This design comes from an exercise in tuning for small area on the open sky130 flow, not from production work.
Only simulation tests tie the RTL to the original design; equivalence was not proved.
Power figures rest on the tool's default switching activity, not on a simulated workload.

// ddr_core
module ddr_core (
	input        clk,
	input        resetn,       
	input        resetscore,   
	input  [3:0] key_n,        
	input  [3:0] pad_n,        
	output [7:0] x,
	output [7:0] y,
	output [2:0] colour,
	output       plot,
	output [6:0] hex0,
	output [6:0] hex1,
	output [6:0] hex2,
	output [6:0] hex3,
	output [6:0] hex4,
	output [6:0] hex5
);
	wire [3:0] enableCount;
	wire [3:0] pressEnable;
	wire [7:0] scoring;
	wire [3:0] digit;
	dancechoreography d0(clk, ~resetn, enableCount);
	FSM simulatechoreography(clk, resetn, enableCount, scoring, x, y, colour, plot, pressEnable);
	reactiontime test(clk, ~resetn, resetscore, pressEnable, ~key_n | ~pad_n, digit, scoring);
	hex_decoder hex0_dec(scoring[3:0], hex0);
	hex_decoder hex1_dec(scoring[7:4], hex1);
	assign hex2 = {1'b1, {3{digit[0]}}, 2'b00, digit[0]};
	assign hex3 = {1'b1, {3{digit[1]}}, 2'b00, digit[1]};
	assign hex4 = {1'b1, {3{digit[2]}}, 2'b00, digit[2]};
	assign hex5 = {1'b1, {3{digit[3]}}, 2'b00, digit[3]};
endmodule
==> flow/config.mk <==
export PLATFORM = sky130hd
export DESIGN_NAME = ddr_core
export DESIGN_NICKNAME = ddr_core
export VERILOG_FILES = /design/flow/design.v
export SDC_FILE = /design/flow/constraint.sdc
export NUM_CORES = 4
export LEC_CHECK = 0
export ABC_AREA = 1
export CAP_MARGIN = 20
export CORE_MARGIN = 2
export CORE_UTILIZATION = 45
export CTS_BUF_LIST = sky130_fd_sc_hd__clkbuf_8
export PLACE_DENSITY = 0.6
export SLEW_MARGIN = 20
==> flow/constraint.sdc <==
create_clock -name core_clock -period 10.0 [get_ports {clk}]
set_input_delay 2.0000 -clock core_clock [delete_from_list [all_inputs] [get_ports {clk}]]
set_output_delay 2.0000 -clock core_clock [all_outputs]
set_load 0.01 [all_outputs]
standard.sh (not shown) runs the stock make flow with config.mk's settings and CLKGATE_MAP_FILE= SYNTH_SCRIPT=/design/flow/synth_recipe.tcl, a recipe that flattens the netlist after the stock synthesis.
==> flow/flow/run.sh <==
#!/bin/bash
# Own layout flow: the standard flow (standard.sh) with three changes.
#  1. After the standard synthesis, the combinational logic of its netlist is
#     optimised again (flow/reopt.sh: ABC &deepsyn, then area mapping to the
#     sky130hd cells). The flip-flops, their cell types and names are kept.
#  2. The port buffers that global placement inserts use the smallest buffer
#     cell.
#  3. Clock tree synthesis (same options as the standard flow with the
#     CTS_BUF_LIST of config.mk) inserts no dummy loads to balance the tree.
# Each tool's output goes to its own log in this folder (ORFS's per-step logs
# are under orfs/logs/).
set -euo pipefail
R=orfs/results/${FLOW_PLATFORM:-sky130hd}/ddr_core/base
export BUFFER_PORTS_ARGS="-buffer_cell sky130_fd_sc_hd__buf_1"
export CTS_ARGS="-sink_clustering_enable -repair_clock_nets -buf_list sky130_fd_sc_hd__clkbuf_16 -dont_use_dummy_load -sink_clustering_size 30 -sink_clustering_max_diameter 200"
bash standard.sh synth > synth.log 2>&1
cp $R/1_2_yosys.v 1_2_yosys.standard.v
bash flow/reopt.sh 1_2_yosys.standard.v $R/1_2_yosys.v reopt.log reopt_tmp
rm -f $R/1_synth.odb $R/1_synth.sdc
bash standard.sh > standard.log 2>&1
==> flow/flow/reopt.abc <==
strash
&get -n
&deepsyn -T 60 -S @SEED@
&put
dch -f
amap
topo
strash
dch -f
amap
topo
==> flow/flow/reopt.sh <==
#!/bin/bash
# reopt.sh IN.v OUT.v LOG TMPDIR : re-optimises the combinational logic of the
# standard synthesis netlist IN.v (flip-flops, their cell types and names
# untouched) and maps it again to the sky130hd cells, avoiding the platform's
# don't-use cells. Four ABC runs with different &deepsyn seeds go in parallel;
# the netlist with the smallest cell area is kept.
set -euo pipefail
IN=$1; OUT=$2; LOG=$3; TMP=$4
HERE=$(dirname "$(readlink -f "$0")")
PLAT=${FLOW_HOME:-/OpenROAD-flow-scripts/flow}/platforms/sky130hd
LIB=$PLAT/lib/sky130_fd_sc_hd__tt_025C_1v80.lib
YOSYS=$(command -v yosys || echo ${FLOW_HOME:-/OpenROAD-flow-scripts/flow}/../tools/install/yosys/bin/yosys)
mkdir -p "$TMP"
python3 "$HERE/cellmodels.py" "$LIB" "$IN" > "$TMP/models.v"
DONT=$(sed -n '/^export DONT_USE_CELLS/,/^$/p' "$PLAT/config.mk" | grep -oE 'sky130_fd_sc_hd__\w+' | sed 's/^/-dont_use /' | tr '\n' ' ')
for S in 1 2 3 4; do
  sed "s/@SEED@/$S/" "$HERE/reopt.abc" > "$TMP/reopt$S.abc"
  cat > "$TMP/reopt$S.ys" <<EOY
read_liberty -lib $LIB
read_verilog -overwrite $TMP/models.v
read_verilog $IN
hierarchy -top ddr_core
flatten
techmap
opt -fast -purge
abc -script $TMP/reopt$S.abc -liberty $LIB $DONT
opt_clean -purge
hilomap -singleton -hicell sky130_fd_sc_hd__conb_1 HI -locell sky130_fd_sc_hd__conb_1 LO
insbuf -buf sky130_fd_sc_hd__buf_4 A X
splitnets
opt_clean -purge
rename -enumerate -pattern rn%
tee -o $TMP/stat$S.txt stat -liberty $LIB
write_verilog -noattr -nohex -nodec $TMP/out$S.v
EOY
  "$YOSYS" -s "$TMP/reopt$S.ys" > "$TMP/reopt$S.log" 2>&1 &
done
wait
best=$(for S in 1 2 3 4; do echo "$(grep 'Chip area' "$TMP/stat$S.txt" | awk '{print $NF}') $S"; done | sort -g | head -1 | awk '{print $2}')
{ for S in 1 2 3 4; do echo "seed $S: $(grep 'Chip area' "$TMP/stat$S.txt")"; done; echo "kept seed $best"; cat "$TMP/reopt$best.log"; } > "$LOG"
cp "$TMP/out$best.v" "$OUT"
Other scripts of this flow, unchanged in this note and not shown: flow/flow/cellmodels.py
Next try:
--- a/flow/flow/run.sh
+++ b/flow/flow/run.sh
@@ -15 +15 @@
-export CTS_ARGS="-sink_clustering_enable -repair_clock_nets -buf_list sky130_fd_sc_hd__clkbuf_16 -dont_use_dummy_load -sink_clustering_size 30 -sink_clustering_max_diameter 200"
+export CTS_ARGS="-sink_clustering_enable -repair_clock_nets -buf_list sky130_fd_sc_hd__clkbuf_8 -dont_use_dummy_load"
The new run finished with timing, DRC and antenna clean. Hold slack improves by 0.026 ns. Via count fell slightly. Worst setup slack is worse by 0.75 ns. Global-route usage went down by 0.88 points. Wire length went down by a few percent. Power decreases by about a fifth. Maximum frequency went down by roughly a tenth. Core utilization fell by 1.2 points. Combinational power goes down by well over a third.
Next try:
--- a/flow/flow/run.sh
+++ b/flow/flow/run.sh
@@ -15 +15 @@
-export CTS_ARGS="-sink_clustering_enable -repair_clock_nets -buf_list sky130_fd_sc_hd__clkbuf_8 -dont_use_dummy_load"
+export CTS_ARGS="-sink_clustering_enable -repair_clock_nets -buf_list sky130_fd_sc_hd__clkbuf_8 -dont_use_dummy_load -sink_clustering_size 20 -sink_clustering_max_diameter 100"
Die area is unchanged.
Final area is unchanged.
Area after synthesis is unchanged.
Synthesized cell count is unchanged.
Combinational power barely changes.
Maximum frequency does not change.
Clock power stays flat.
Count of clock-buffer cells in the layout is unchanged.
Core utilization stays the same.
Power stays the same.
Non-clock buffer count stays the same.
Next try:
--- a/flow/flow/run.sh
+++ b/flow/flow/run.sh
@@ -4,2 +4,2 @@
-#     optimised again (flow/reopt.sh: ABC &deepsyn, then area mapping to the
-#     sky130hd cells). The flip-flops, their cell types and names are kept.
+#     optimised again (flow/reopt.sh: ABC &deepsyn with eight seeds, then area
+#     mapping to the sky130hd cells; the smallest result is kept). The flip-flops, their cell types and names are kept.
@@ -15 +15 @@
-export CTS_ARGS="-sink_clustering_enable -repair_clock_nets -buf_list sky130_fd_sc_hd__clkbuf_8 -dont_use_dummy_load -sink_clustering_size 20 -sink_clustering_max_diameter 100"
+export CTS_ARGS="-sink_clustering_enable -repair_clock_nets -buf_list sky130_fd_sc_hd__clkbuf_8 -dont_use_dummy_load"
==> flow/flow/reopt.abc (replaced) <==
strash
&get -n
&deepsyn -T 120 -S @SEED@
&put
dch -f
amap
topo
strash
dch -f
amap
topo
--- a/flow/flow/reopt.sh
+++ b/flow/flow/reopt.sh
@@ -5,2 +5,2 @@
-# don't-use cells. Four ABC runs with different &deepsyn seeds go in parallel;
-# the netlist with the smallest cell area is kept.
+# don't-use cells. Eight ABC runs with different &deepsyn seeds (four at a
+# time) are made; the netlist with the smallest cell area is kept.
@@ -16 +16 @@
-for S in 1 2 3 4; do
+for S in 1 2 3 4 5 6 7 8; do
@@ -36 +36,2 @@
-  "$YOSYS" -s "$TMP/reopt$S.ys" > "$TMP/reopt$S.log" 2>&1 &
+  ( "$YOSYS" -s "$TMP/reopt$S.ys" > "$TMP/reopt$S.log" 2>&1 || true ) &
+  if [ $S -eq 4 ]; then wait; fi
@@ -39,2 +40,6 @@
-best=$(for S in 1 2 3 4; do echo "$(grep 'Chip area' "$TMP/stat$S.txt" | awk '{print $NF}') $S"; done | sort -g | head -1 | awk '{print $2}')
-{ for S in 1 2 3 4; do echo "seed $S: $(grep 'Chip area' "$TMP/stat$S.txt")"; done; echo "kept seed $best"; cat "$TMP/reopt$best.log"; } > "$LOG"
+best=$(for S in 1 2 3 4 5 6 7 8; do
+  if [ -s "$TMP/out$S.v" ] && [ -s "$TMP/stat$S.txt" ]; then
+    echo "$(grep 'Chip area' "$TMP/stat$S.txt" | awk '{print $NF}') $S"
+  fi
+done | sort -g | head -1 | awk '{print $2}')
+{ for S in 1 2 3 4 5 6 7 8; do echo "seed $S: $(grep -s 'Chip area' "$TMP/stat$S.txt" || echo failed)"; done; echo "kept seed $best"; cat "$TMP/reopt$best.log"; } > "$LOG"
Worst setup slack improved by 0.73 ns; final area stays flat; die area is about the same; flip-flop and latch count does not change; non-clock buffer count went up by 3; cell count went down by 0.63%; count of clock-buffer cells in the layout does not change; total power stays flat.

==> what the ideal ports hide <==
In the flow no input, the clock included, has a driving cell. The finished layouts below were timed again as built, in two steps. Step 1, drivers: a clkbuf_16 drives clk and a buf_2 each remaining input, both assumed. Step 2 adds t to the input delays and takes it off the output delays; t is the mean of the earliest and latest rising clock arrival at the registers after step 1. Input paths then give back, and output paths get back, about the clock's delay inside the block. Slacks: ideal / step 1 / step 2; pairs: ideal / step 1.
run | t (ns) | setup slack, ns | worst register clock-pin slew, ns
the first run | 0.460 | 3.817 / 3.771 / 4.231 | 0.07 / 0.07
the second run | 0.465 | 3.070 / 3.032 / 3.497 | 0.10 / 0.10
the third run | 0.465 | 3.070 / 3.032 / 3.497 | 0.10 / 0.10
the fourth run | 0.480 | 3.798 / 3.756 / 4.187 | 0.10 / 0.10
After both steps setup and hold are still met in every run listed.
